Context: an optimization exercise on an open-source flow, tuned for small area, a short achievable clock period and few clock cycles. The choices shown serve that exercise and are no tape-out recipe.
Power figures rest on the tool's default switching activity, not on a simulated workload.

== main ==
==> module SME, before the edit <==
module SME(clk,reset,chardata,isstring,ispattern,valid,match,match_index);
input clk;
input reset;
input [7:0] chardata;
input isstring;
input ispattern;
output match;
output [4:0] match_index;
output valid;
localparam N = 33;
reg [7:0] ring [0:N-1];
reg [N-1:0] vld;
reg [N-1:0] d;
reg [5:0] p;           
reg [3:0] m;           
reg [4:0] pm;          
reg str_r, pat_r, anch;
reg valid_r, match_r;
reg [4:0] idx_r;
wire first = ~pat_r;
wire newstr = isstring & ~str_r;
wire is_beg = (chardata == 8'h5E);
wire is_end = (chardata == 8'h24);
wire is_any = (chardata == 8'h2E);
integer i;
always @(posedge clk) begin
    ring[0] <= isstring ? chardata : ring[N-1];
    for (i = 1; i < N; i = i + 1)
        ring[i] <= ring[i-1];
    vld[0] <= isstring | (vld[N-1] & ~newstr);
    for (i = 1; i < N; i = i + 1)
        vld[i] <= vld[i-1] & ~newstr;
end
reg [N-1:0] sp, eq, begok, endok, x, d_next;
always @(*) begin
    for (i = 0; i < N; i = i + 1) begin
        sp[i] = (ring[i] == 8'h20);
        eq[i] = is_any | (ring[i] == chardata);
    end
    for (i = 0; i < N; i = i + 1) begin
        begok[i] = vld[i] & (~vld[(i+1)%N] | sp[(i+1)%N]);
        endok[i] = ~vld[(i+N-1)%N] | sp[(i+N-1)%N];
        x[i] = first ? vld[i] : anch ? begok[i] : (d[(i+1)%N] & vld[i]);
    end
    for (i = 0; i < N; i = i + 1)
        d_next[(i+1)%N] = is_end ? (d[i] & endok[i]) : (eq[i] & x[i]);
end
always @(posedge clk) d <= d_next;
reg [5:0] p_next;
reg [3:0] m_next;
always @(*) begin
    p_next = newstr ? 6'd0 : (p == N-1) ? 6'd0 : p + 6'd1;
    m_next = m;
    if (ispattern) begin
        if (first)
            m_next = is_beg ? 4'd0 : 4'd1;
        else if (!is_end)
            m_next = m + 4'd1;
    end
end
always @(posedge clk) begin
    p <= p_next;
    m <= m_next;
    pm <= p_next[4:0] - {1'b0, m_next} + 5'd1;
    anch <= first & is_beg;
end
always @(posedge clk or posedge reset) begin
    if (reset) begin
        str_r <= 1'b0;
        pat_r <= 1'b0;
        valid_r <= 1'b0;
    end else begin
        str_r <= isstring;
        pat_r <= ispattern;
        valid_r <= pat_r & ~ispattern;
    end
end
reg [N-1:0] lo;
reg [4:0] jl, jd;
reg wrap;
always @(*) begin
    for (i = 0; i < N; i = i + 1)
        lo[i] = d[i] & (i <= p);
    jl = 5'd0;
    jd = 5'd0;
    for (i = 0; i < N; i = i + 1) begin
        if (lo[i]) jl = i;
        if (d[i]) jd = i;
    end
    wrap = ~|lo;
end
always @(posedge clk) begin
    match_r <= |d;
    idx_r <= pm - (wrap ? jd : jl) + {4'd0, wrap};
end
assign valid = valid_r;
assign match = match_r;
assign match_index = idx_r;
endmodule
Settings: LEC_CHECK=0, CAP_MARGIN=20, CORE_MARGIN=2, CORE_UTILIZATION=40, SLEW_MARGIN=20; clock period 6.5 ns.
run.sh (not shown) runs the stock make flow with config.mk's settings and CLKGATE_MAP_FILE= SYNTH_SCRIPT=/design/flow/synth_recipe.tcl, a recipe that flattens the netlist after the stock synthesis.
## Diff of input files: the feature branch against main
==> flow/design.v <==
module SME(clk,reset,chardata,isstring,ispattern,valid,match,match_index);
input clk;
input reset;
input [7:0] chardata;
input isstring;
input ispattern;
output match;
output [4:0] match_index;
output valid;
localparam N = 33;
reg [7:0] ring [0:N-1];
reg [N-1:0] vld;
reg [N-1:0] d;
reg [5:0] p;           
reg [3:0] m;           
reg [4:0] pm;          
reg str_r, pat_r;
reg valid_r, match_r;
reg [4:0] idx_r;
wire first = ~pat_r;
wire newstr = isstring & ~str_r;
wire is_beg = (chardata == 8'h5E);
wire is_end = (chardata == 8'h24);
wire is_any = (chardata == 8'h2E);
wire [7:0] cc = (is_beg | is_end) ? 8'h20 : chardata;
integer i;
always @(posedge clk) begin
    ring[0] <= isstring ? chardata : ring[N-1];
    for (i = 1; i < N; i = i + 1)
        ring[i] <= ring[i-1];
    vld[0] <= isstring | (vld[N-1] & ~newstr);
    for (i = 1; i < N; i = i + 1)
        vld[i] <= vld[i-1] & ~newstr;
end
reg [N-1:0] eq, vb, ve, d_next;
always @(*) begin
    for (i = 0; i < N; i = i + 1) begin
        eq[i] = is_any | (ring[i] == cc);
        vb[i] = ~vld[i] & vld[(i+N-1)%N];    
        ve[i] = ~vld[i] & vld[(i+1)%N];      
    end
    for (i = 0; i < N; i = i + 1)
        d_next[(i+1)%N] = ((eq[i] & vld[i]) | (first & is_beg & vb[i]) | (is_end & ve[i]))
                          & (first | d[(i+1)%N]);
end
always @(posedge clk) d <= d_next;
reg [5:0] p_next;
reg [3:0] m_next;
always @(*) begin
    p_next = newstr ? 6'd0 : (p == N-1) ? 6'd0 : p + 6'd1;
    m_next = m;
    if (ispattern)
        m_next = first ? {3'd0, ~is_beg} : m + 4'd1;
end
always @(posedge clk) begin
    p <= p_next;
    m <= m_next;
    pm <= p_next[4:0] - {1'b0, m_next} + 5'd1;
end
always @(posedge clk or posedge reset) begin
    if (reset) begin
        str_r <= 1'b0;
        pat_r <= 1'b0;
        valid_r <= 1'b0;
    end else begin
        str_r <= isstring;
        pat_r <= ispattern;
        valid_r <= pat_r & ~ispattern;
    end
end
reg [N-1:0] lo;
reg [5:0] jl, jd;
always @(*) begin
    for (i = 0; i < N; i = i + 1)
        lo[i] = d[i] & (i <= p);
    jl = 6'd0;
    jd = 6'd0;
    for (i = 0; i < N; i = i + 1) begin
        if (lo[i]) jl = i;
        if (d[i]) jd = i;
    end
end
wire [4:0] idx_lo = pm - jl[4:0];
wire [4:0] idx_wr = pm - jd[4:0] + 5'd1;
always @(posedge clk) begin
    match_r <= |d;
    idx_r <= (|lo) ? idx_lo : idx_wr;
end
assign valid = valid_r;
assign match = match_r;
assign match_index = idx_r;
endmodule
==> comparison <==
- Going from main to the feature branch, worst vdd rail ir drop has decreased, final clock period utilization by the worst path saw a decrease, number of gates on the worst path with buffers counted shows a reduction of 3.
- Compared with main, the feature branch improves fmax.
- main → the feature branch: final worst slack moved up, antenna diode count flat, relative slew slack has increased, total power +7.1%.
No functional check of the RTL was part of any run of this note.

==> afterwards: timing with drivers on the ports <==
How much do the figures lean on ideal ports? The routed layouts below were timed once more, with nothing changed but the port constraints. Step 1: set_driving_cell puts a clkbuf_16 on clk and a buf_2 on each other input, an assumption about the parent block. Step 2 also shifts input and output timing later by t, the mid clock arrival at the registers, as if the neighbouring blocks saw the same clock. Slacks: no drivers / after step 1 / after step 2; pairs: no drivers / after step 1.
run	t, ns	slack for setup (ns)	worst hold slack (ns)	worst setup path at the end
main	0.559	1.780 / 1.780 / 1.675	0.362 / 0.362 / 0.362	input to register
the feature branch	0.572	2.347 / 2.347 / 1.955	0.347 / 0.347 / 0.347	input to register
After both steps every run listed still meets setup and hold. The setup slack of the feature branch, which loses most, moves by 0.000 ns with the drivers and by -0.392 ns with both steps.
